Context: an optimization exercise on an open-source flow, tuned for small area and a short achievable clock period. The choices shown serve that exercise and are no tape-out recipe.
Where RTL was checked, it was by simulation tests only, not by an equivalence proof against the original.
Power and IR drop assume default switching activity.

## the previous run
// interrupt_controller
module interrupt_controller (
    input  logic         PCLK,
    input  logic         rstn,
    input  logic         PSEL,
    input  logic         PENABLE,
    input  logic         PWRITE,
    input  logic [4:0]   PADDR,
    input  logic [31:0]  PWDATA,
    output logic [31:0]  PRDATA,
    output logic         PREADY,
    output logic         PSLVERR,
    input  logic [31:0]  IRQ,
    input  logic [4:0]   index,
    output logic [3:0]   INT,
    output logic [4:0]   IRQ_VECTOR
);
export LEC_CHECK = 0
export CAP_MARGIN = 20
export CORE_MARGIN = 2
export CORE_UTILIZATION = 20
export PLACE_DENSITY = 0.3
export SLEW_MARGIN = 20
export SYNTH_HIERARCHICAL = 1
export SYNTH_MINIMUM_KEEP_SIZE = 0
create_clock -name core_clock -period 100.0 [get_ports {PCLK}]
standard.sh (not shown) runs the stock make flow with config.mk's settings and CLKGATE_MAP_FILE= SYNTH_SCRIPT=/design/flow/synth_recipe.tcl, a recipe that flattens the netlist after the stock synthesis.
==> flow/flow/run.sh <==
#!/bin/bash
# Standard ORFS flow, with smaller port buffers, a clock tree of larger
# sink clusters without dummy loads, and timing repair asked to leave extra
# setup slack so that IO paths get optimised too.
export BUFFER_PORTS_ARGS="-buffer_cell sky130_fd_sc_hd__buf_2"
export SETUP_SLACK_MARGIN=78
export CTS_ARGS="-sink_clustering_enable -repair_clock_nets -dont_use_dummy_load -buf_list {sky130_fd_sc_hd__clkbuf_4} -sink_clustering_size 10 -sink_clustering_max_diameter 50"
bash standard.sh > standard.log 2>&1
Edits applied to the flow inputs when going from the previous run to the current run:
diff --git a/flow/design.v b/flow/design.v
--- a/flow/design.v
+++ b/flow/design.v
@@ -6,26 +6,25 @@
 endmodule
 module ic_oh32 (
     input  logic [31:0] s,
     input  logic [31:0] d,
     output logic        q
 );
     logic [10:0] y;
     for (genvar k = 0; k < 10; k++) begin : g_ao
         ic_ao3n u_ao (.a1(s[3*k]),   .b1(d[3*k]),
                       .a2(s[3*k+1]), .b2(d[3*k+1]),
                       .a3(s[3*k+2]), .b3(d[3*k+2]), .y(y[k]));
     end
-    ic_ao3n u_ao10 (.a1(s[30]), .b1(d[30]), .a2(s[31]), .b2(d[31]),
-                    .a3(1'b0),  .b3(1'b0),  .y(y[10]));
+    assign y[10] = ~((s[30] & d[30]) | (s[31] & d[31]));
     assign q = ~&y;
 endmodule
 module ic_ohmux #(parameter int W = 5) (
     input  logic [31:0]     sel,
     input  logic [32*W-1:0] d,
     output logic [W-1:0]    q
 );
     for (genvar b = 0; b < W; b++) begin : g_bit
         logic [31:0] col;
         for (genvar i = 0; i < 32; i++) begin : g_col
             assign col[i] = d[W*i + b];
         end
@@ -43,35 +42,44 @@
     assign c_out_n = ~(z | (c & {32{~any}}));
 endmodule
 module ic_elim_n (
     input  logic [31:0] c_n,
     input  logic [31:0] p,
     input  logic [31:0] v,
     output logic [31:0] c_out
 );
     wire [31:0] z_n = c_n | (p & v);
     wire        any = ~&z_n;
     assign c_out = ~(z_n & (c_n | {32{any}}));
 endmodule
+module ic_first_stage (
+    input  logic c_n,
+    input  logic seen_in,
+    output logic first,
+    output logic seen_out
+);
+    assign first    = ~(c_n | seen_in);
+    assign seen_out = seen_in | ~c_n;
+endmodule
 module ic_first (
     input  logic [31:0] c_n,
     output logic [31:0] first
 );
-    logic seen;
-    always_comb begin
-        seen = 1'b0;
-        for (int i = 0; i < 32; i++) begin
-            first[i] = ~c_n[i] & ~seen;
-            seen = seen | ~c_n[i];
-        end
+    logic [32:0] seen;
+    assign seen[0] = 1'b0;
+    assign first[0] = ~c_n[0];
+    assign seen[1]  = ~c_n[0];
+    for (genvar i = 1; i < 32; i++) begin : g_st
+        ic_first_stage u_st (.c_n(c_n[i]), .seen_in(seen[i]),
+                             .first(first[i]), .seen_out(seen[i+1]));
     end
 endmodule
 module interrupt_controller (
     input  logic         PCLK,
     input  logic         rstn,
     input  logic         PSEL,
     input  logic         PENABLE,
     input  logic         PWRITE,
     input  logic [4:0]   PADDR,
     input  logic [31:0]  PWDATA,
     output logic [31:0]  PRDATA,
     output logic         PREADY,
@@ -169,28 +177,30 @@
     rd_word[7] = rd & (PADDR == 5'h1C);
     rd_word[8] = ~rd;
 end
 logic [31:0] prdata_d;
 for (genvar b = 0; b < 32; b++) begin : g_prdata
     logic [2:0] y;
     ic_ao3n u_ao0 (.a1(rd_word[0]), .b1(irq_status[b]),
                    .a2(rd_word[1]), .b2(irq_enable[b]),
                    .a3(rd_word[2]), .b3(irq_disable[b]), .y(y[0]));
     ic_ao3n u_ao1 (.a1(rd_word[4]), .b1(irq_ack[b]),
                    .a2(rd_word[5]), .b2(irq_type[b]),
                    .a3(rd_word[8]), .b3(PRDATA[b]),      .y(y[1]));
-    if (b < 5) begin : g_tbl
+    if (b < 4) begin : g_tbl
         ic_ao3n u_ao2 (.a1(rd_word[3]), .b1(rd_prio[b]),
                        .a2(rd_word[6]), .b2(rd_vec[b]),
-                       .a3(rd_word[7]), .b3(b < 4 ? rd_map[b] : 1'b0), .y(y[2]));
+                       .a3(rd_word[7]), .b3(rd_map[b]),  .y(y[2]));
+    end else if (b == 4) begin : g_tbl4
+        assign y[2] = ~((rd_word[3] & rd_prio[b]) | (rd_word[6] & rd_vec[b]));
     end else begin : g_no_tbl
         assign y[2] = 1'b1;
     end
     assign prdata_d[b] = ~&y;
 end
 always_ff @(posedge PCLK or negedge rstn)
     if (!rstn) PRDATA <= 32'b0;
     else       PRDATA <= prdata_d;
 always_ff @(posedge PCLK or negedge rstn)
     if (!rstn)    PREADY <= 1'b0;
     else if (acc) PREADY <= 1'b1;
 assign PSLVERR = 1'b0;
Notes after the runs:
Delta (the current run minus the previous run): hold-critical path depth lower, sequential fraction of total cell area rose by 0.20 points, largest voltage drop on the vdd net fell by 7.3%, internal reg-to-reg setup slack decreased 2.73 ns, area of the die went down about 0.46%. The final layout from the current run, which completed every stage, passed the timing, DRC and antenna checks at the end of the flow. Diff the previous run -> the current run: final cell count fell by 1.5%, total length of routed met3 wires now smaller, cell count after synthesis fell by 23. The current run reports its cell at the slowest stage of the critical path as sky130_fd_sc_hd__or4_4 while the previous run reports sky130_fd_sc_hd__or3_1.
Only the layout flow was run in the previous run; the RTL was not checked for function there.

* * *

Setup of v6:
interrupt_controller, a different RTL version from the one above (not shown whole).
Size in the first run: ~2,600 cells after synthesis, roughly 710 flip-flops, ~120 I/O pins.
==> module interrupt_controller, before the edit <==
module interrupt_controller (
    input  logic         PCLK,
    input  logic         rstn,
    input  logic         PSEL,
    input  logic         PENABLE,
    input  logic         PWRITE,
    input  logic [4:0]   PADDR,
    input  logic [31:0]  PWDATA,
    output logic [31:0]  PRDATA,
    output logic         PREADY,
    output logic         PSLVERR,
    input  logic [31:0]  IRQ,
    input  logic [4:0]   index,
    output logic [3:0]   INT,
    output logic [4:0]   IRQ_VECTOR
);
logic [31:0] irq_enable;
logic [31:0] irq_disable;
logic [31:0] irq_status;
logic [31:0] irq_type;
logic [31:0] irq_ack;
logic [31:0] irq_f;
logic [31:0] tbl_valid;
logic [4:0]  irq_priority     [31:0];
logic [3:0]  irq_map          [31:0];
logic [4:0]  irq_vector_table [31:0];
wire acc = PSEL & PENABLE;
wire wr  = acc & PWRITE;
wire rd  = acc & ~PWRITE;
wire wr_status = wr & (PADDR == 5'h00);
wire wr_enable = wr & (PADDR == 5'h04);
wire wr_disable= wr & (PADDR == 5'h08);
wire wr_prio   = wr & (PADDR == 5'h0C);
wire wr_ack    = wr & (PADDR == 5'h10);
wire wr_type   = wr & (PADDR == 5'h14);
wire wr_vec    = wr & (PADDR == 5'h18);
wire wr_map    = wr & (PADDR == 5'h1C);
wire wr_tbl    = wr_prio | wr_vec | wr_map;
logic [31:0] idx_oh;
always_comb
    for (int i = 0; i < 32; i++)
        idx_oh[i] = (index == i[4:0]);
always_ff @(posedge PCLK)
    irq_f <= IRQ;
always_ff @(posedge PCLK or negedge rstn)
    if (!rstn)
        irq_status <= 32'b0;
    else if (wr_status)
        irq_status <= irq_status | PWDATA;
    else
        irq_status <= (irq_status | (irq_f & ~irq_disable & irq_enable)) & ~(~irq_type & irq_ack);
always_ff @(posedge PCLK or negedge rstn)
    if (!rstn) begin
        irq_enable  <= 32'b0;
        irq_disable <= 32'b0;
        irq_ack     <= 32'b0;
        irq_type    <= 32'b0;
    end else begin
        if (wr_enable)  irq_enable  <= irq_enable  | PWDATA;
        if (wr_disable) irq_disable <= irq_disable | PWDATA;
        if (wr_ack)     irq_ack     <= irq_ack     | PWDATA;
        if (wr_type)    irq_type    <= PWDATA;
    end
always_ff @(posedge PCLK or negedge rstn)
    if (!rstn)       tbl_valid <= 32'b0;
    else if (wr_tbl) tbl_valid <= tbl_valid | idx_oh;
wire [4:0] d_prio = PWDATA[4:0] & {5{wr_prio}};
wire [4:0] d_vec  = PWDATA[4:0] & {5{wr_vec}};
wire [3:0] d_map  = PWDATA[3:0] & {4{wr_map}};
always_ff @(posedge PCLK)
    for (int i = 0; i < 32; i++) begin
        if (idx_oh[i] & (wr_prio | (wr_tbl & ~tbl_valid[i]))) irq_priority[i]     <= d_prio;
        if (idx_oh[i] & (wr_map  | (wr_tbl & ~tbl_valid[i]))) irq_map[i]          <= d_map;
        if (idx_oh[i] & (wr_vec  | (wr_tbl & ~tbl_valid[i]))) irq_vector_table[i] <= d_vec;
    end
logic [159:0] prio_flat, vec_flat;
logic [127:0] map_flat;
logic [31:0]  prio_bit [0:4];
always_comb
    for (int i = 0; i < 32; i++) begin
        prio_flat[5*i +: 5] = irq_priority[i];
        vec_flat[5*i +: 5]  = irq_vector_table[i];
        map_flat[4*i +: 4]  = irq_map[i];
        for (int b = 0; b < 5; b++)
            prio_bit[b][i] = irq_priority[i][b];
    end
wire [31:0] rd_sel = idx_oh & tbl_valid;
logic [4:0] rd_prio, rd_vec;
logic [3:0] rd_map;
ic_ohmux #(.W(5)) u_rd_prio (.sel(rd_sel), .d(prio_flat), .q(rd_prio));
ic_ohmux #(.W(5)) u_rd_vec  (.sel(rd_sel), .d(vec_flat),  .q(rd_vec));
ic_ohmux #(.W(4)) u_rd_map  (.sel(rd_sel), .d(map_flat),  .q(rd_map));
logic [8:0] rd_word;
always_comb begin
    rd_word[0] = rd & (PADDR == 5'h00);
    rd_word[1] = rd & (PADDR == 5'h04);
    rd_word[2] = rd & (PADDR == 5'h08);
    rd_word[3] = rd & (PADDR == 5'h0C);
    rd_word[4] = rd & (PADDR == 5'h10);
    rd_word[5] = rd & (PADDR == 5'h14);
    rd_word[6] = rd & (PADDR == 5'h18);
    rd_word[7] = rd & (PADDR == 5'h1C);
    rd_word[8] = ~rd;
end
logic [31:0] prdata_d;
ic_aomux #(.N(9), .W(5)) u_prdata_lo (
    .sel(rd_word),
    .d({PRDATA[4:0], {1'b0, rd_map}, rd_vec, irq_type[4:0], irq_ack[4:0],
        rd_prio, irq_disable[4:0], irq_enable[4:0], irq_status[4:0]}),
    .q(prdata_d[4:0]));
ic_aomux #(.N(6), .W(27)) u_prdata_hi (
    .sel({rd_word[8], rd_word[5:4], rd_word[2:0]}),
    .d({PRDATA[31:5], irq_type[31:5], irq_ack[31:5],
        irq_disable[31:5], irq_enable[31:5], irq_status[31:5]}),
    .q(prdata_d[31:5]));
always_ff @(posedge PCLK or negedge rstn)
    if (!rstn) PRDATA <= 32'b0;
    else       PRDATA <= prdata_d;
always_ff @(posedge PCLK or negedge rstn)
    if (!rstn)    PREADY <= 1'b0;
    else if (acc) PREADY <= 1'b1;
assign PSLVERR = 1'b0;
logic [31:0] cand [0:5];
assign cand[0] = irq_status;
ic_elim u_e4 (.c_in(cand[0]), .p(prio_bit[4]), .v(tbl_valid), .c_out(cand[1]));
ic_elim u_e3 (.c_in(cand[1]), .p(prio_bit[3]), .v(tbl_valid), .c_out(cand[2]));
ic_elim u_e2 (.c_in(cand[2]), .p(prio_bit[2]), .v(tbl_valid), .c_out(cand[3]));
ic_elim u_e1 (.c_in(cand[3]), .p(prio_bit[1]), .v(tbl_valid), .c_out(cand[4]));
ic_elim u_e0 (.c_in(cand[4]), .p(prio_bit[0]), .v(tbl_valid), .c_out(cand[5]));
logic [31:0] first;
ic_first u_first (.c(cand[5]), .first(first));
wire valid = |cand[5][30:0];
wire [31:0] sel_oh = {~valid, first[30:0]};
wire [31:0] vec_pick = sel_oh & tbl_valid;
wire [31:0] map_pick = {first[31] & tbl_valid[31], vec_pick[30:0]};
logic [4:0] vec_sel;
logic [3:0] map_sel;
ic_ohmux #(.W(5)) u_sel_vec (.sel(vec_pick), .d(vec_flat), .q(vec_sel));
ic_ohmux #(.W(4)) u_sel_map (.sel(map_pick), .d(map_flat), .q(map_sel));
always_ff @(posedge PCLK or negedge rstn)
    if (!rstn) INT <= 4'b0000;
    else if (map_sel[3:2] == 2'b00) INT[map_sel[1:0]] <= valid;
always_ff @(posedge PCLK or negedge rstn)
    if (!rstn) IRQ_VECTOR <= 5'b11111;
    else       IRQ_VECTOR <= vec_sel;
endmodule
clock: 100.0 ns
lec_check: 0
cap_margin: 20
core_margin: 2
core_utilization: 20
place_density: 0.3
slew_margin: 20
synth_hierarchical: 1
synth_minimum_keep_size: 0
==> flow/flow/run.sh <==
#!/bin/bash
# Standard ORFS flow, with smaller port buffers, a clock tree of larger
# sink clusters without dummy loads, and timing repair asked to leave extra
# setup slack so that IO paths get optimised too.
export BUFFER_PORTS_ARGS="-buffer_cell sky130_fd_sc_hd__buf_2"
export SETUP_SLACK_MARGIN=78
export CTS_ARGS="-sink_clustering_enable -repair_clock_nets -dont_use_dummy_load -buf_list {sky130_fd_sc_hd__clkbuf_8} -sink_clustering_size 16 -sink_clustering_max_diameter 60"
bash standard.sh > standard.log 2>&1
Inputs modified between v6 and v7:
--- a/flow/design.v
+++ b/flow/design.v
@@ -173,18 +173,21 @@
 ic_elim u_e1 (.c_in(cand[3]), .p(prio_bit[1]), .v(tbl_valid), .c_out(cand[4]));
 ic_elim u_e0 (.c_in(cand[4]), .p(prio_bit[0]), .v(tbl_valid), .c_out(cand[5]));
 logic [31:0] first;
 ic_first u_first (.c(cand[5]), .first(first));
 wire valid = |cand[5][30:0];
 wire [31:0] sel_oh = {~valid, first[30:0]};
-wire [31:0] vec_pick = sel_oh & tbl_valid;
-wire [31:0] map_pick = {first[31] & tbl_valid[31], vec_pick[30:0]};
-logic [4:0] vec_sel;
-logic [3:0] map_sel;
-ic_ohmux #(.W(5)) u_sel_vec (.sel(vec_pick), .d(vec_flat), .q(vec_sel));
-ic_ohmux #(.W(4)) u_sel_map (.sel(map_pick), .d(map_flat), .q(map_sel));
+logic [4:0] vec_raw;
+logic [3:0] map_raw;
+logic [0:0] vv, mv;
+ic_ohmux #(.W(5)) u_sel_vec (.sel(sel_oh), .d(vec_flat),  .q(vec_raw));
+ic_ohmux #(.W(4)) u_sel_map (.sel(first),  .d(map_flat),  .q(map_raw));
+ic_ohmux #(.W(1)) u_sel_vv  (.sel(sel_oh), .d(tbl_valid), .q(vv));
+ic_ohmux #(.W(1)) u_sel_mv  (.sel(first),  .d(tbl_valid), .q(mv));
+wire [4:0] vec_sel = vec_raw & {5{vv[0]}};
+wire [3:0] map_sel = map_raw & {4{mv[0]}};
 always_ff @(posedge PCLK or negedge rstn)
     if (!rstn) INT <= 4'b0000;
     else if (map_sel[3:2] == 2'b00) INT[map_sel[1:0]] <= valid;
 always_ff @(posedge PCLK or negedge rstn)
     if (!rstn) IRQ_VECTOR <= 5'b11111;
     else       IRQ_VECTOR <= vec_sel;
### Flow results
v7: no failed stages, no open violations at the end
Via count of the first global-routing pass came out higher on v7 than on v6.
Hold slack in v7 is 0.0095 ns lower than in v6
Compared with v6, in v7 fraction of met2 tracks used by global routing grew by 1.9 points, wire length on met2 has increased.
v7 vs v6: highest fanout seen on the critical path up
Taking v6 as the reference, in v7 sequential cell fraction of total power down 2.5 points, number of clock-tree buffers in the layout now larger, core utilization comparable, final wirelength picked up an extra about 8%, maximum frequency dropped about 0.8%.
Critical path depth: v7 and v6 compared, higher one is v6
Overall track demand over capacity in global routing (v7 over v6): increase, 1.2 points
Per the comparison of v7 with v6, first-iteration DRC count now sits higher, net total in the final layout rose 0.88%.
Function not checked in v7: the RTL went through the layout flow alone.

-- separate check: timing with driven ports --
No port has a modelled driver above. Below, the same layouts with a new extraction and two added sets of constraints.
Step 1 (the two cells are an assumption about what drives the block):
set clk [get_ports {PCLK}]
set_driving_cell -lib_cell sky130_fd_sc_hd__clkbuf_16 $clk
set_driving_cell -lib_cell sky130_fd_sc_hd__buf_2 [delete_from_list [all_inputs] $clk]
Step 2 times the ports against the registers' clock, not the clock port: input delays grow and output delays shrink by t, the midpoint of the rising clock arrivals with the driver on.
Three values: ideal ports, drivers, drivers and shift; two values: the first two.
| run | shift t [ns] | slack for setup (ns) | latest minus earliest clock arrival (ns) | worst register clock-pin slew, ns | pins driven straight from the clock port |
|---|---|---|---|---|---|
| the previous run | 1.143 | 78.143 / 78.081 / 76.992 | 0.173 / 0.173 | 0.11 / 0.11 | 1 |
| the current run | 1.102 | 78.081 / 78.117 / 77.026 | 0.132 / 0.132 | 0.11 / 0.11 | 1 |
| v6 | 0.838 | 77.947 / 77.917 / 77.079 | 0.152 / 0.152 | 0.10 / 0.10 | 1 |
| v7 | 0.846 | 77.763 / 77.806 / 76.960 | 0.130 / 0.130 | 0.10 / 0.10 | 1 |
After both steps setup and hold are still met in every run listed. The setup slack of the previous run, which loses most, moves by -0.062 ns with the drivers and by -1.151 ns with both steps.
